This design comes from an exercise in tuning for small area and a short achievable clock period on the open sky130 flow, not from production work. Where RTL was checked, it was by simulation tests only, not by an equivalence proof against the original. Power and IR drop assume default switching activity.

==> build 2: inputs <==
Design pipelined_regfile_2stage, start of the top module:
module pipelined_regfile_2stage(clk, rst, imem_addr, imem_data, dmem_addr, dmem_wdata, dmem_we, dmem_re, dmem_rdata, wb_en, wb_addr, wb_data);
export LEC_CHECK = 0
export CAP_MARGIN = 20
export CORE_MARGIN = 2
export CORE_UTILIZATION = 60
export CTS_CLUSTER_DIAMETER = 70
export CTS_CLUSTER_SIZE = 26
export SETUP_SLACK_MARGIN = 3.9
export SLEW_MARGIN = 20
export SYNTH_HIERARCHICAL = 1
create_clock -name core_clock -period 7.0 [get_ports {clk}]
standard.sh (not shown) runs the stock make flow with config.mk's settings and CLKGATE_MAP_FILE= SYNTH_SCRIPT=/design/flow/synth_recipe.tcl, a recipe that flattens the netlist after the stock synthesis.
==> flow/flow/run.sh <==
#!/bin/bash
# The standard layout (standard.sh, unchanged synthesis and steps), with
# plain buffers instead of delay cells on the ports. make's full output goes
# to standard.log here; each step's own log is under orfs/logs/.
set -euo pipefail
export BUFFER_PORTS_ARGS="-buffer_cell sky130_fd_sc_hd__buf_2"
bash standard.sh > standard.log 2>&1
==> build 7: changes against build 2 <==
CTS_CLUSTER_DIAMETER = 60   (was 70)
CTS_CLUSTER_SIZE = 20   (was 26)
PLACE_DENSITY = 0.8   (was default)
==> build 38: changes against build 2 <==
CORE_UTILIZATION = 50   (was 60)
CTS_CLUSTER_DIAMETER = 60   (was 70)
CTS_CLUSTER_SIZE = 20   (was 26)
==> qor summary <==
metric                                                      build 2     build 7    build 38
Worst path depth                                                  8           9           8
Slowest stage cell, crit path                               dfxtp_2      or3b_4     o22ai_4
Internal Pwr Total                                          4.99 mW     5.06 mW     5.21 mW
Row Count                                                        72          72          79
Footprint of the multi-input gates                       12,000 µm²  12,000 µm²  12,100 µm²
Hold Crit Start                                           mem_rd[0]    ex_rd[1]   mem_rd[0]
Sequential share of cell area                                 41.5%       41.8%       40.8%
Antenna cells                                                     0           0           3
RR Startpoint                                               ex_b[9]     ex_a[0]     ex_b[6]
Clock tree buffer count of the final layout                      31          36          38
Number of resized instances in the post-cts repair step          29          22          26
Type of the worst setup path                                reg2reg      in2reg      in2reg
Global placement routability congestion                       0.955       0.970       0.956
Instance area after placement                            24,200 µm²  24,100 µm²  24,300 µm²
Timing-limited maximum frequency                            329 MHz     323 MHz     325 MHz
Fraction of area in clock buffers and inverters               3.94%       3.95%       4.41%
Via-per-instance ratio                                         7.01        7.01        6.69
Run status                         no timing/DRC/antenna violations  no timing/DRC/antenna violations  no timing/DRC/antenna violations
Routed wl met3                                              8440 µm     8550 µm     7860 µm
HPWL after detailed placement                             53,000 µm   50,500 µm   54,100 µm
Overall routing resource usage                                39.6%       37.8%       34.5%
Utilization after layout                                      66.3%       65.8%       55.9%
Met1 Track Usage GR                                           49.9%       47.7%       44.0%

* * *

==> inputs of v31 <==
Another version of the RTL of pipelined_regfile_2stage (not shown whole).
Settings: LEC_CHECK=0, CAP_MARGIN=20, CORE_MARGIN=2, CORE_UTILIZATION=40, SETUP_SLACK_MARGIN=2.5, SLEW_MARGIN=20; clock period 7.0 ns.
run.sh (not shown) runs the stock make flow with config.mk's settings and CLKGATE_MAP_FILE= SYNTH_SCRIPT=/design/flow/synth_recipe.tcl, a recipe that flattens the netlist after the stock synthesis.
Stock flow here: none of the scripts above is used.
==> inputs of v36, as changes to v31 <==
SETUP_SLACK_MARGIN = not set   (was 2.5)
==> inputs of v15, as changes to v31 <==
CTS_BUF_LIST = sky130_fd_sc_hd__clkbuf_4 sky130_fd_sc_hd__clkbuf_8   (was not set)
==> run summary <==
item	v36	v31	v15
Finished Core Util	46.9%	46.9%	47.0%
Pint	0.00544 W	0.00544 W	0.00533 W
Nets	2362	2362	2389
Average vias per placed instance	6.41	6.39	6.35
Buffer type at the clock tree root	sky130_fd_sc_hd__clkbuf_16	sky130_fd_sc_hd__clkbuf_16	sky130_fd_sc_hd__clkbuf_8
Clock net power	0.00230 W	0.00230 W	0.00224 W
First-pass GRT wire length	129000 µm	129000 µm	129000 µm
Relative contribution of combinational cells to total power	32.6%	32.6%	32.8%
DR WL/cell	29.9 µm	29.9 µm	29.5 µm
Status	complete, but fails checks	finished clean	finished clean
Reasons for failing layout checks	antenna violations	-	-
Number of cells on the worst reg-to-reg path	11	10	10
Number of fillers in the final layout	5174	5177	5211
Slowest stage delay, CP	0.97 ns	0.72 ns	0.75 ns
Max frequency	212 MHz	225 MHz	224 MHz
Worst Hold Slack	0.323 ns	0.324 ns	0.321 ns
Power per unit of standard cell area	319 nW/µm²	319 nW/µm²	316 nW/µm²
Max transition margin	19.5%	17.8%	23.7%
Maximum fanout along the worst path	16	9	9
Area taken by flip-flops and latches	10500 µm²	10500 µm²	10500 µm²
Number of H-tree branching levels	2	2	3
Insertion delay of the later-clocked pin in the worst-skew pair	0.60 ns	0.60 ns	0.70 ns
Met3 Routed Length	8840 µm	8890 µm	8930 µm
Sequential share of cell area	39.5%	39.5%	39.5%

* * *

==> wip/fjord <==
pipelined_regfile_2stage, a different RTL version from the one above (not shown whole).
==> module pipelined_regfile_2stage, before the edit <==
module pipelined_regfile_2stage(clk, rst, imem_addr, imem_data, dmem_addr, dmem_wdata, dmem_we, dmem_re, dmem_rdata, wb_en, wb_addr, wb_data);
input clk;
input rst;
output [15:0] imem_addr;
input  [15:0] imem_data;
output [15:0] dmem_addr;
output [15:0] dmem_wdata;
output dmem_we;
output dmem_re;
input  [15:0] dmem_rdata;
output wb_en;
output [3:0] wb_addr;
output [15:0] wb_data;
reg  [15:0] pc;
wire [15:0] inst = imem_data;
wire [3:0]  op = inst[15:12];
wire        jump = (op == 4'b1011) | (op == 4'b1101);
wire        jr = (op == 4'b1100);
wire [15:0] rdata1, rdata2;
wire [15:0] sel_rs, sel2, pow2;
read_select RS (.inst(inst), .sel1(sel_rs), .sel2(sel2), .pow2(pow2));
reg         wb_wen;
reg  [3:0]  wb_rd;
reg  [15:0] wb_val;
regfile RF0 (.clk(clk), .rst(rst), .wen(wb_wen), .rsel1(sel_rs), .rsel2(sel2), .inj2(pow2),
             .waddr(wb_rd), .wdata(wb_val), .rdata1(rdata1), .rdata2(rdata2));
reg         ex_v;
reg  [3:0]  ex_op, ex_imm, ex_rd;
reg  [15:0] ex_a, ex_b, ex_pc;
always @(posedge clk) begin
  ex_v   <= ~rst;
  ex_op  <= op;
  ex_imm <= inst[3:0];
  ex_rd  <= (op == 4'b1101) ? 4'd15 : inst[11:8];
  ex_a   <= rdata1;
  ex_b   <= rdata2;
  ex_pc  <= pc;
end
wire [15:0] ex_out, ex_aux, ex_x2, ex_x3;
wire        ex_cin, zero;
alu ALU0 (.a(ex_a), .b(ex_b), .pc(ex_pc), .op(ex_op), .imm(ex_imm),
          .out(ex_out), .aux(ex_aux), .x2(ex_x2), .x3(ex_x3), .cin(ex_cin), .zero(zero));
wire taken = ex_v & (ex_op == 4'b1010) & zero;
wire [15:0] btarget = ex_pc + {{12{ex_imm[3]}}, ex_imm};
wire [15:0] pc_next = jr ? rdata1 :
                      jump ? {pc[15:12], inst[11:0]} :
                      taken ? btarget : pc + 16'd1;
always @(posedge clk)
  pc <= rst ? 16'd0 : pc_next;
assign imem_addr = pc;
reg         mem_wen, mem_re, mem_we;
reg         mem_cin;
reg  [3:0]  mem_rd;
reg  [15:0] mem_res, mem_aux, mem_x2, mem_x3;
always @(posedge clk) begin
  mem_wen <= ~rst & ex_v & ((ex_op <= 4'b1000) | (ex_op == 4'b1101));
  mem_re  <= ~rst & ex_v & (ex_op == 4'b1000);
  mem_we  <= ~rst & ex_v & (ex_op == 4'b1001);
  mem_cin <= ex_cin;
  mem_rd  <= ex_rd;
  mem_res <= ex_out;
  mem_aux <= ex_aux;
  mem_x2  <= ex_x2 & 16'hfffc;    
  mem_x3  <= ex_x3 & 16'hfff8;
end
assign dmem_addr  = mem_res;
assign dmem_wdata = mem_aux;
assign dmem_we    = mem_we;
assign dmem_re    = mem_re;
wire [15:0] sum;
mem_add ADD0 (.v0(mem_res), .v1(mem_aux), .v2(mem_x2), .v3(mem_x3), .cin(mem_cin),
              .sum(sum));
wire [15:0] mem_val = mem_re ? dmem_rdata : sum;
always @(posedge clk) begin
  wb_wen <= ~rst & mem_wen;
  wb_rd  <= mem_rd;
  wb_val <= mem_val;
end
assign wb_en   = wb_wen;
assign wb_addr = wb_rd;
assign wb_data = wb_val;
endmodule
==> module read_select, before the edit <==
module read_select (
  input  [15:0] inst,
  output [15:0] sel1,
  output [15:0] sel2,
  output [15:0] pow2
);
  wire [3:0]  op = inst[15:12];
  wire        regdst = (op == 4'b1001) | (op == 4'b1010);
  wire        shl = (op == 4'b0100);
  wire [15:0] sel_rd = 16'd1 << inst[11:8];
  wire [15:0] sel_rt = 16'd1 << inst[3:0];
  assign sel1 = 16'd1 << inst[7:4];
  assign sel2 = ({16{regdst}} & sel_rd) | ({16{~regdst & ~shl}} & sel_rt);
  assign pow2 = (shl & ~inst[3]) ? (16'd1 << inst[2:0]) : 16'd0;
endmodule
Settings: LEC_CHECK=0, CAP_MARGIN=20, CORE_MARGIN=2, CORE_UTILIZATION=40, CTS_CLUSTER_DIAMETER=60, CTS_CLUSTER_SIZE=20, SETUP_SLACK_MARGIN=3.7, SLEW_MARGIN=20, SYNTH_HIERARCHICAL=1; clock period 7.0 ns.
==> wip/ember (differences from wip/fjord) <==
--- a/flow/design.v
+++ b/flow/design.v
@@ -407,2 +407,3 @@
 wire [3:0]  op = inst[15:12];
+wire        regdst = (op == 4'b1001) | (op == 4'b1010);
 wire        jump = (op == 4'b1011) | (op == 4'b1101);
@@ -410,4 +411,8 @@
 wire [15:0] rdata1, rdata2;
-wire [15:0] sel_rs, sel2, pow2;
-read_select RS (.inst(inst), .sel1(sel_rs), .sel2(sel2), .pow2(pow2));
+wire [15:0] sel_rs = 16'd1 << inst[7:4];
+wire [15:0] sel_rd = 16'd1 << inst[11:8];
+wire [15:0] sel_rt = 16'd1 << inst[3:0];
+wire        shl = (op == 4'b0100);
+wire [15:0] sel2 = regdst ? sel_rd : shl ? 16'd0 : sel_rt;
+wire [15:0] pow2 = (shl & ~inst[3]) ? (16'd1 << inst[2:0]) : 16'd0;
 reg         wb_wen;
@@ -473,16 +478 @@
 endmodule
-module read_select (
-  input  [15:0] inst,
-  output [15:0] sel1,
-  output [15:0] sel2,
-  output [15:0] pow2
-);
-  wire [3:0]  op = inst[15:12];
-  wire        regdst = (op == 4'b1001) | (op == 4'b1010);
-  wire        shl = (op == 4'b0100);
-  wire [15:0] sel_rd = 16'd1 << inst[11:8];
-  wire [15:0] sel_rt = 16'd1 << inst[3:0];
-  assign sel1 = 16'd1 << inst[7:4];
-  assign sel2 = ({16{regdst}} & sel_rd) | ({16{~regdst & ~shl}} & sel_rt);
-  assign pow2 = (shl & ~inst[3]) ? (16'd1 << inst[2:0]) : 16'd0;
-endmodule
==> flow/flow/run.sh (new file) <==
#!/bin/bash
# The standard layout (standard.sh, unchanged synthesis and steps), with
# plain buffers instead of delay cells on the ports. make's full output goes
# to standard.log here; each step's own log is under orfs/logs/.
set -euo pipefail
export BUFFER_PORTS_ARGS="-buffer_cell sky130_fd_sc_hd__buf_2"
bash standard.sh > standard.log 2>&1
==> flow/standard.sh (new file) <==
#!/bin/bash
# synth_recipe.tcl (not shown) runs the flow's synth.tcl, then flattens the netlist and writes it again
# the make line also repeats each setting of config.mk as NAME=value (left out here)
make -C /OpenROAD-flow-scripts/flow DESIGN_CONFIG=/design/flow/config.mk WORK_HOME=/design/flow/orfs CLKGATE_MAP_FILE= SYNTH_SCRIPT=/design/flow/synth_recipe.tcl "${@:-finish}"
CORE_UTILIZATION = 60   (was 40)
removed: flow/run.sh
==> notes <==
wip/fjord completed without violations. wip/ember ran to the end with no violations.
Between wip/fjord and wip/ember, the lower clock-buffer cell count is in wip/ember (gap 1).
Design area: wip/ember is smaller than wip/fjord (6.3%).
Against wip/fjord, the synthesized area of wip/ember is smaller by 0.62%.
Global-route usage: wip/ember is higher than wip/fjord (11 points).
In wip/ember the combinational power is smaller than in wip/fjord, by about 4%.
For wip/fjord, only the layout was checked, not whether the RTL still works.

[what the ideal ports hide]
The results above use ideal ports. As a check the final layouts listed here were re-extracted and re-timed, cells and wires unchanged.
Step 1 sets driving cells, clkbuf_16 on the clock port and buf_2 on the other inputs (assumed; they add their load-dependent delay and slew).
Step 2, shift: input delay + t, output delay - t, t = (earliest + latest rising clock arrival at the registers) / 2. This alone moves slack from input paths to output paths.
Three values: ideal ports, drivers, drivers and shift; two values: the first two.
run	t (ns)	setup WS [ns]	pins driven straight from the clock port
build 2	0.668	3.956 / 3.956 / 3.326	1
build 7	0.659	3.908 / 3.927 / 3.283	1
build 38	0.626	3.923 / 3.963 / 3.337	1
v31	0.647	2.550 / 2.550 / 2.075	1
v36	0.647	2.281 / 2.281 / 2.094	1
v15	0.730	2.531 / 2.531 / 2.093	1
wip/fjord	0.636	3.590 / 3.623 / 2.987	1
wip/ember	0.679	3.767 / 3.742 / 3.154	1
For build 2, which loses most, drivers alone change the setup slack by 0.000 ns; drivers and shift together by -0.630 ns.
